Source: an optimization exercise on an open RTL-to-GDS flow (aim: small area). Production flows keep margins and buffers that such runs may drop.
In this exercise RTL edits were held to simulation tests only and were not proved equivalent to the original. The clock port is modelled as an ideal driver; clocking choices that lean on that would not hold on a real chip.

## fft_8point
module fft_8point(
    input clk,
    input rst,
    input  signed [15:0] x_real_0, input signed [15:0] x_imag_0,
    input  signed [15:0] x_real_1, input signed [15:0] x_imag_1,
    input  signed [15:0] x_real_2, input signed [15:0] x_imag_2,
    input  signed [15:0] x_real_3, input signed [15:0] x_imag_3,
    input  signed [15:0] x_real_4, input signed [15:0] x_imag_4,
    input  signed [15:0] x_real_5, input signed [15:0] x_imag_5,
    input  signed [15:0] x_real_6, input signed [15:0] x_imag_6,
    input  signed [15:0] x_real_7, input signed [15:0] x_imag_7,
    output signed [15:0] X_real_0, output signed [15:0] X_imag_0,
    output signed [15:0] X_real_1, output signed [15:0] X_imag_1,
    output signed [15:0] X_real_2, output signed [15:0] X_imag_2,
    output signed [15:0] X_real_3, output signed [15:0] X_imag_3,
    output signed [15:0] X_real_4, output signed [15:0] X_imag_4,
    output signed [15:0] X_real_5, output signed [15:0] X_imag_5,
    output signed [15:0] X_real_6, output signed [15:0] X_imag_6,
    output signed [15:0] X_real_7, output signed [15:0] X_imag_7
);
Size: roughly 750 flip-flops, about 510 I/O pins, ~40000 µm² of cells after synthesis.
Settings: LEC_CHECK=0, CAP_MARGIN=20, CORE_MARGIN=2, CORE_UTILIZATION=60, CTS_BUF_LIST=sky130_fd_sc_hd__clkbuf_16, CTS_CLUSTER_DIAMETER=100, CTS_CLUSTER_SIZE=28, SLEW_MARGIN=20, SYNTH_HIERARCHICAL=1, SYNTH_MINIMUM_KEEP_SIZE=0; clock period 10.0 ns.
standard.sh (not shown) runs the stock make flow with config.mk's settings and CLKGATE_MAP_FILE= SYNTH_SCRIPT=/design/flow/synth_recipe.tcl, a recipe that flattens the netlist after the stock synthesis.
==> flow/flow/run.sh <==
#!/bin/bash
# The standard layout (standard.sh: unchanged synthesis and steps) with two
# settings changed: buf_1 as the port buffer cell, and no dummy clock loads in CTS.
export BUFFER_PORTS_ARGS="-buffer_cell sky130_fd_sc_hd__buf_1"
export CTS_ARGS="-sink_clustering_enable -repair_clock_nets -buf_list sky130_fd_sc_hd__clkbuf_16 -sink_clustering_size 26 -sink_clustering_max_diameter 140 -dont_use_dummy_load"
bash standard.sh > standard.log 2>&1
Next try:
==> flow/flow/run.sh (replaced) <==
#!/bin/bash
# The standard layout (standard.sh, unchanged synthesis and steps); the only
# difference is the cell used for the port buffers: buf_1 instead of the default.
export BUFFER_PORTS_ARGS="-buffer_cell sky130_fd_sc_hd__buf_1"
bash standard.sh > standard.log 2>&1
- CTS_CLUSTER_DIAMETER: 100 -> 120
- CTS_CLUSTER_SIZE: 28 -> 24
=> The changed run finished with timing, DRC and antenna clean; hold slack hardly moves; clock skew decreases by 0.0084 ns; via count is about the same; register-to-register slack hardly moves; die area does not change.
Next try:
==> flow/flow/run.sh (replaced) <==
#!/bin/bash
# The standard layout (standard.sh: unchanged synthesis and steps) with two
# settings changed: buf_1 as the port buffer cell, and no dummy clock loads in CTS.
export BUFFER_PORTS_ARGS="-buffer_cell sky130_fd_sc_hd__buf_1"
export CTS_ARGS="-sink_clustering_enable -repair_clock_nets -buf_list sky130_fd_sc_hd__clkbuf_16 -sink_clustering_size 30 -sink_clustering_max_diameter 130 -dont_use_dummy_load"
bash standard.sh > standard.log 2>&1
- CTS_CLUSTER_DIAMETER: 120 -> 100
- CTS_CLUSTER_SIZE: 24 -> 28
After rerunning: Global-route usage is lower by 0.33 points. Critical path depth does not change. First-iteration DRC count decreases by 11%. Wire length fell by 0.32%. Design area drops by 0.59%. Hold slack gains 0.0089 ns.
Next try:
--- a/flow/flow/run.sh
+++ b/flow/flow/run.sh
@@ -5 +5 @@
-export CTS_ARGS="-sink_clustering_enable -repair_clock_nets -buf_list sky130_fd_sc_hd__clkbuf_16 -sink_clustering_size 30 -sink_clustering_max_diameter 130 -dont_use_dummy_load"
+export CTS_ARGS="-sink_clustering_enable -repair_clock_nets -buf_list sky130_fd_sc_hd__clkbuf_16 -sink_clustering_size 28 -sink_clustering_max_diameter 120 -tree_buf sky130_fd_sc_hd__clkbuf_8 -root_buf sky130_fd_sc_hd__clkbuf_8 -dont_use_dummy_load"
- CORE_UTILIZATION: 60 -> 50
=>
- via count grows by 0.38%
- sequential cell count is unchanged
- routed wire length grows by 5.7%
- final area grows by 0.62%
- count of clock-buffer cells in the layout grows by 1
- die area grows by 20%
- synthesized cell count does not change
- synthesized area stays the same

* * *

fft_8point again, from the RTL that the note above started with.
export LEC_CHECK = 0
export CAP_MARGIN = 20
export CORE_MARGIN = 2
export CORE_UTILIZATION = 60
export CTS_BUF_LIST = sky130_fd_sc_hd__clkbuf_16
export CTS_CLUSTER_DIAMETER = 120
export CTS_CLUSTER_SIZE = 28
export SLEW_MARGIN = 20
export SYNTH_HIERARCHICAL = 1
export SYNTH_MINIMUM_KEEP_SIZE = 0
create_clock -name core_clock -period 10.0 [get_ports {clk}]
==> flow/flow/run.sh <==
#!/bin/bash
# The standard layout (standard.sh: unchanged synthesis and steps) with two
# layout settings changed:
#  - the port buffers use the smallest buffer cell (buf_1);
#  - CTS: clkbuf_16 leaf buffers over clusters of up to 28 registers, clkbuf_8
#    for the tree above them, and no dummy clock loads.
export BUFFER_PORTS_ARGS="-buffer_cell sky130_fd_sc_hd__buf_1"
export CTS_ARGS="-sink_clustering_enable -repair_clock_nets -buf_list {sky130_fd_sc_hd__clkbuf_8 sky130_fd_sc_hd__clkbuf_16} -sink_clustering_size 28 -sink_clustering_max_diameter 120 -tree_buf sky130_fd_sc_hd__clkbuf_8 -root_buf sky130_fd_sc_hd__clkbuf_8 -dont_use_dummy_load"
bash standard.sh > standard.log 2>&1
The baseline went through all stages and came out clean.
Rerun with:
==> flow/flow/run.sh (replaced) <==
#!/bin/bash
# The standard layout (standard.sh: unchanged synthesis and steps) with two
# settings changed: buf_1 as the port buffer cell, and no dummy clock loads in CTS.
export BUFFER_PORTS_ARGS="-buffer_cell sky130_fd_sc_hd__buf_1"
export CTS_ARGS="-sink_clustering_enable -repair_clock_nets -buf_list sky130_fd_sc_hd__clkbuf_16 -sink_clustering_size 28 -sink_clustering_max_diameter 120 -tree_buf sky130_fd_sc_hd__clkbuf_4 -root_buf sky130_fd_sc_hd__clkbuf_8 -dont_use_dummy_load"
bash standard.sh > standard.log 2>&1
Settings changed: CTS_CLUSTER_DIAMETER 120 to 100.
Result: Final area stays the same. Wire length stays the same. Setup slack does not change. Non-clock buffer count stays the same. Utilization does not change. Clock skew stays the same. Worst hold slack stays the same. Area after synthesis stays the same. Sequential cell count does not change. Maximum frequency is unchanged. Register-to-register slack stays flat.
Rerun with:
==> flow/flow/run.sh (replaced) <==
#!/bin/bash
# The standard layout (standard.sh: unchanged synthesis and steps) with two
# settings changed: buf_1 as the port buffer cell, and no dummy clock loads in CTS.
export BUFFER_PORTS_ARGS="-buffer_cell sky130_fd_sc_hd__buf_1"
export CTS_ARGS="-sink_clustering_enable -repair_clock_nets -buf_list sky130_fd_sc_hd__clkbuf_16 -sink_clustering_size 28 -sink_clustering_max_diameter 120 -tree_buf sky130_fd_sc_hd__clkbuf_8 -root_buf sky130_fd_sc_hd__clkbuf_8 -dont_use_dummy_load"
bash standard.sh > standard.log 2>&1
Settings changed: CORE_UTILIZATION 60 to 70.
Result:
- The changed run completed without violations
- fmax goes up by 0.34%
- setup slack gains 33 ps
- final cell count decreases by 2.4%
- first-iteration DRC count increases by about 14%
- via count went up by about 2.2%
- core utilization grows by 11 points
- synthesized cell count does not change
- sequential cell count is unchanged
- non-clock buffer count is unchanged
- routed wire length falls by 1.5%
- cell area barely changes
Rerun with:
Settings changed: CORE_UTILIZATION 70 to 60.
The changed run ran to the end with no violations. Die area rose by 16%. Global-route usage came out lower by 4.4 points.
Rerun with:
==> flow/run.sh (new file) <==
#!/bin/bash
# synth_recipe.tcl (not shown) runs the flow's synth.tcl, then flattens the netlist and writes it again
# the make line also repeats each setting of config.mk as NAME=value (left out here)
make -C /OpenROAD-flow-scripts/flow DESIGN_CONFIG=/design/flow/config.mk WORK_HOME=/design/flow/orfs CLKGATE_MAP_FILE= SYNTH_SCRIPT=/design/flow/synth_recipe.tcl finish
removed: flow/flow/run.sh
removed: flow/standard.sh
Cell area rises by 8.2%.
Utilization increases by 5.4 points.
Clock skew is lower by 30 ps.
Die area is unchanged.
Worst setup slack is worse by 37 ps.
Wire length went up by 4.2%.
Cell count is higher by 0.46%.
First-iteration DRC count came out higher by 8.9%.
Count of clock-buffer cells in the layout grows by 4.
Rerun with:
==> flow/flow/run.sh (new file) <==
#!/bin/bash
# The standard layout (standard.sh, unchanged synthesis and steps); the only
# difference is the cell used for the port buffers: buf_1 instead of the default.
export BUFFER_PORTS_ARGS="-buffer_cell sky130_fd_sc_hd__buf_1"
bash standard.sh > standard.log 2>&1
==> flow/standard.sh (new file) <==
#!/bin/bash
# synth_recipe.tcl (not shown) runs the flow's synth.tcl, then flattens the netlist and writes it again
# the make line also repeats each setting of config.mk as NAME=value (left out here)
make -C /OpenROAD-flow-scripts/flow DESIGN_CONFIG=/design/flow/config.mk WORK_HOME=/design/flow/orfs CLKGATE_MAP_FILE= SYNTH_SCRIPT=/design/flow/synth_recipe.tcl "${@:-finish}"
Settings changed: CTS_BUF_LIST sky130_fd_sc_hd__clkbuf_16 to sky130_fd_sc_hd__clkbuf_8, CTS_CLUSTER_DIAMETER 100 to 60, CTS_CLUSTER_SIZE 28 to 14.
removed: flow/run.sh
After rerunning:
- The new run completed with no timing, DRC or antenna violations
- synthesized area stays the same
- register-to-register slack gains 50 ps
- non-clock buffer count fell by 5
- global-route usage came out lower by 1.2 points

* * *

== oak ==
fft_8point again, from the RTL that the note above started with.
clock: 10.0 ns
lec_check: 0
cap_margin: 20
core_margin: 2
core_utilization: 60
cts_buf_list: sky130_fd_sc_hd__clkbuf_16
cts_cluster_diameter: 100
cts_cluster_size: 28
slew_margin: 20
synth_hierarchical: 1
synth_minimum_keep_size: 0
==> flow/flow/run.sh <==
#!/bin/bash
# The standard layout (standard.sh, unchanged synthesis and steps); the only
# difference is the cell used for the port buffers: buf_1 instead of the default.
export BUFFER_PORTS_ARGS="-buffer_cell sky130_fd_sc_hd__buf_1"
bash standard.sh > standard.log 2>&1
Here is what was changed in the inputs of pine compared with oak.
==> flow/flow/run.sh <==
#!/bin/bash
# The standard layout (standard.sh: unchanged synthesis and steps) with two
# settings changed: buf_1 as the port buffer cell, and no dummy clock loads in CTS.
export BUFFER_PORTS_ARGS="-buffer_cell sky130_fd_sc_hd__buf_1"
export CTS_ARGS="-sink_clustering_enable -repair_clock_nets -buf_list sky130_fd_sc_hd__clkbuf_16 -sink_clustering_size 28 -sink_clustering_max_diameter 100 -dont_use_dummy_load"
bash standard.sh > standard.log 2>&1
## What came out
Taking oak as the reference, in pine peak clock frequency supported by timing now smaller; fraction of area in registers now sits at about the same level; routed metal-1 wire length went down 130 µm.
--- input diff pine..birch ---
- a change of CTS_CLUSTER_SIZE from 28 to 32
- a change of CTS_CLUSTER_DIAMETER from 100 to 80
==> flow/flow/run.sh <==
#!/bin/bash
# The standard layout (standard.sh, unchanged synthesis and steps); the only
# difference is the cell used for the port buffers: buf_1 instead of the default.
export BUFFER_PORTS_ARGS="-buffer_cell sky130_fd_sc_hd__buf_1"
bash standard.sh > standard.log 2>&1
### Flow results
- birch ends up with higher via count of the first global-routing pass than pine does.
- For standard cell area after detailed placement, pine and birch come out practically identical.
- Global routing usage on met3 ended up 0.51 points higher on birch than on pine.
- In birch relative to pine, routed wire length had gone up slightly.
- As far as data required time at the worst endpoint is concerned, birch and pine perform about the same.
- The share of the clock period used by the worst path after layout in birch was lower than what pine gave.
- Final cell count | birch above pine

==> separate check: timing with driven ports <==
Ports are ideal in the flow. The routed layouts listed here were re-timed in OpenROAD. Step 1: set_driving_cell puts a clkbuf_16 on clk and a buf_2 on each other input, an assumption about the parent block. Step 2 adds t to the input delays and takes it off the output delays; t is the mean of the earliest and latest rising clock arrival at the registers after step 1. Input paths then give back, and output paths get back, about the clock's delay inside the block. Three values: no drivers, after step 1, after step 2; two values: the first two.
run	shift t [ns]	setup WS [ns]	hold slack, ns	latest minus earliest clock arrival (ns)
the first run of note 1	0.631	0.312 / 0.312 / 0.312	0.322 / 0.322 / 0.322	0.030 / 0.030
the second run of note 1	0.657	0.320 / 0.320 / 0.320	0.323 / 0.323 / 0.323	0.020 / 0.020
the third run of note 1	0.661	0.322 / 0.322 / 0.322	0.332 / 0.332 / 0.332	0.073 / 0.073
the fourth run of note 1	0.814	0.355 / 0.355 / 0.355	0.330 / 0.330 / 0.330	0.057 / 0.058
the first run of note 2	0.810	0.310 / 0.310 / 0.310	0.330 / 0.330 / 0.330	0.078 / 0.078
the second run of note 2	0.810	0.310 / 0.310 / 0.310	0.330 / 0.330 / 0.330	0.078 / 0.078
the third run of note 2	0.790	0.343 / 0.343 / 0.343	0.331 / 0.331 / 0.331	0.033 / 0.033
the fourth run of note 2	0.810	0.310 / 0.310 / 0.310	0.330 / 0.330 / 0.330	0.078 / 0.078
the fifth run of note 2	0.657	0.273 / 0.247 / 0.273	0.330 / 0.330 / 0.330	0.054 / 0.054
the sixth run of note 2	0.743	0.324 / 0.324 / 0.324	0.313 / 0.313 / 0.313	0.051 / 0.052
oak	0.647	0.349 / 0.349 / 0.349	0.332 / 0.332 / 0.332	0.033 / 0.033
pine	0.621	0.296 / 0.296 / 0.296	0.330 / 0.330 / 0.330	0.085 / 0.085
birch	0.655	0.321 / 0.321 / 0.321	0.329 / 0.329 / 0.329	0.052 / 0.051
After both steps every run listed still meets setup and hold.
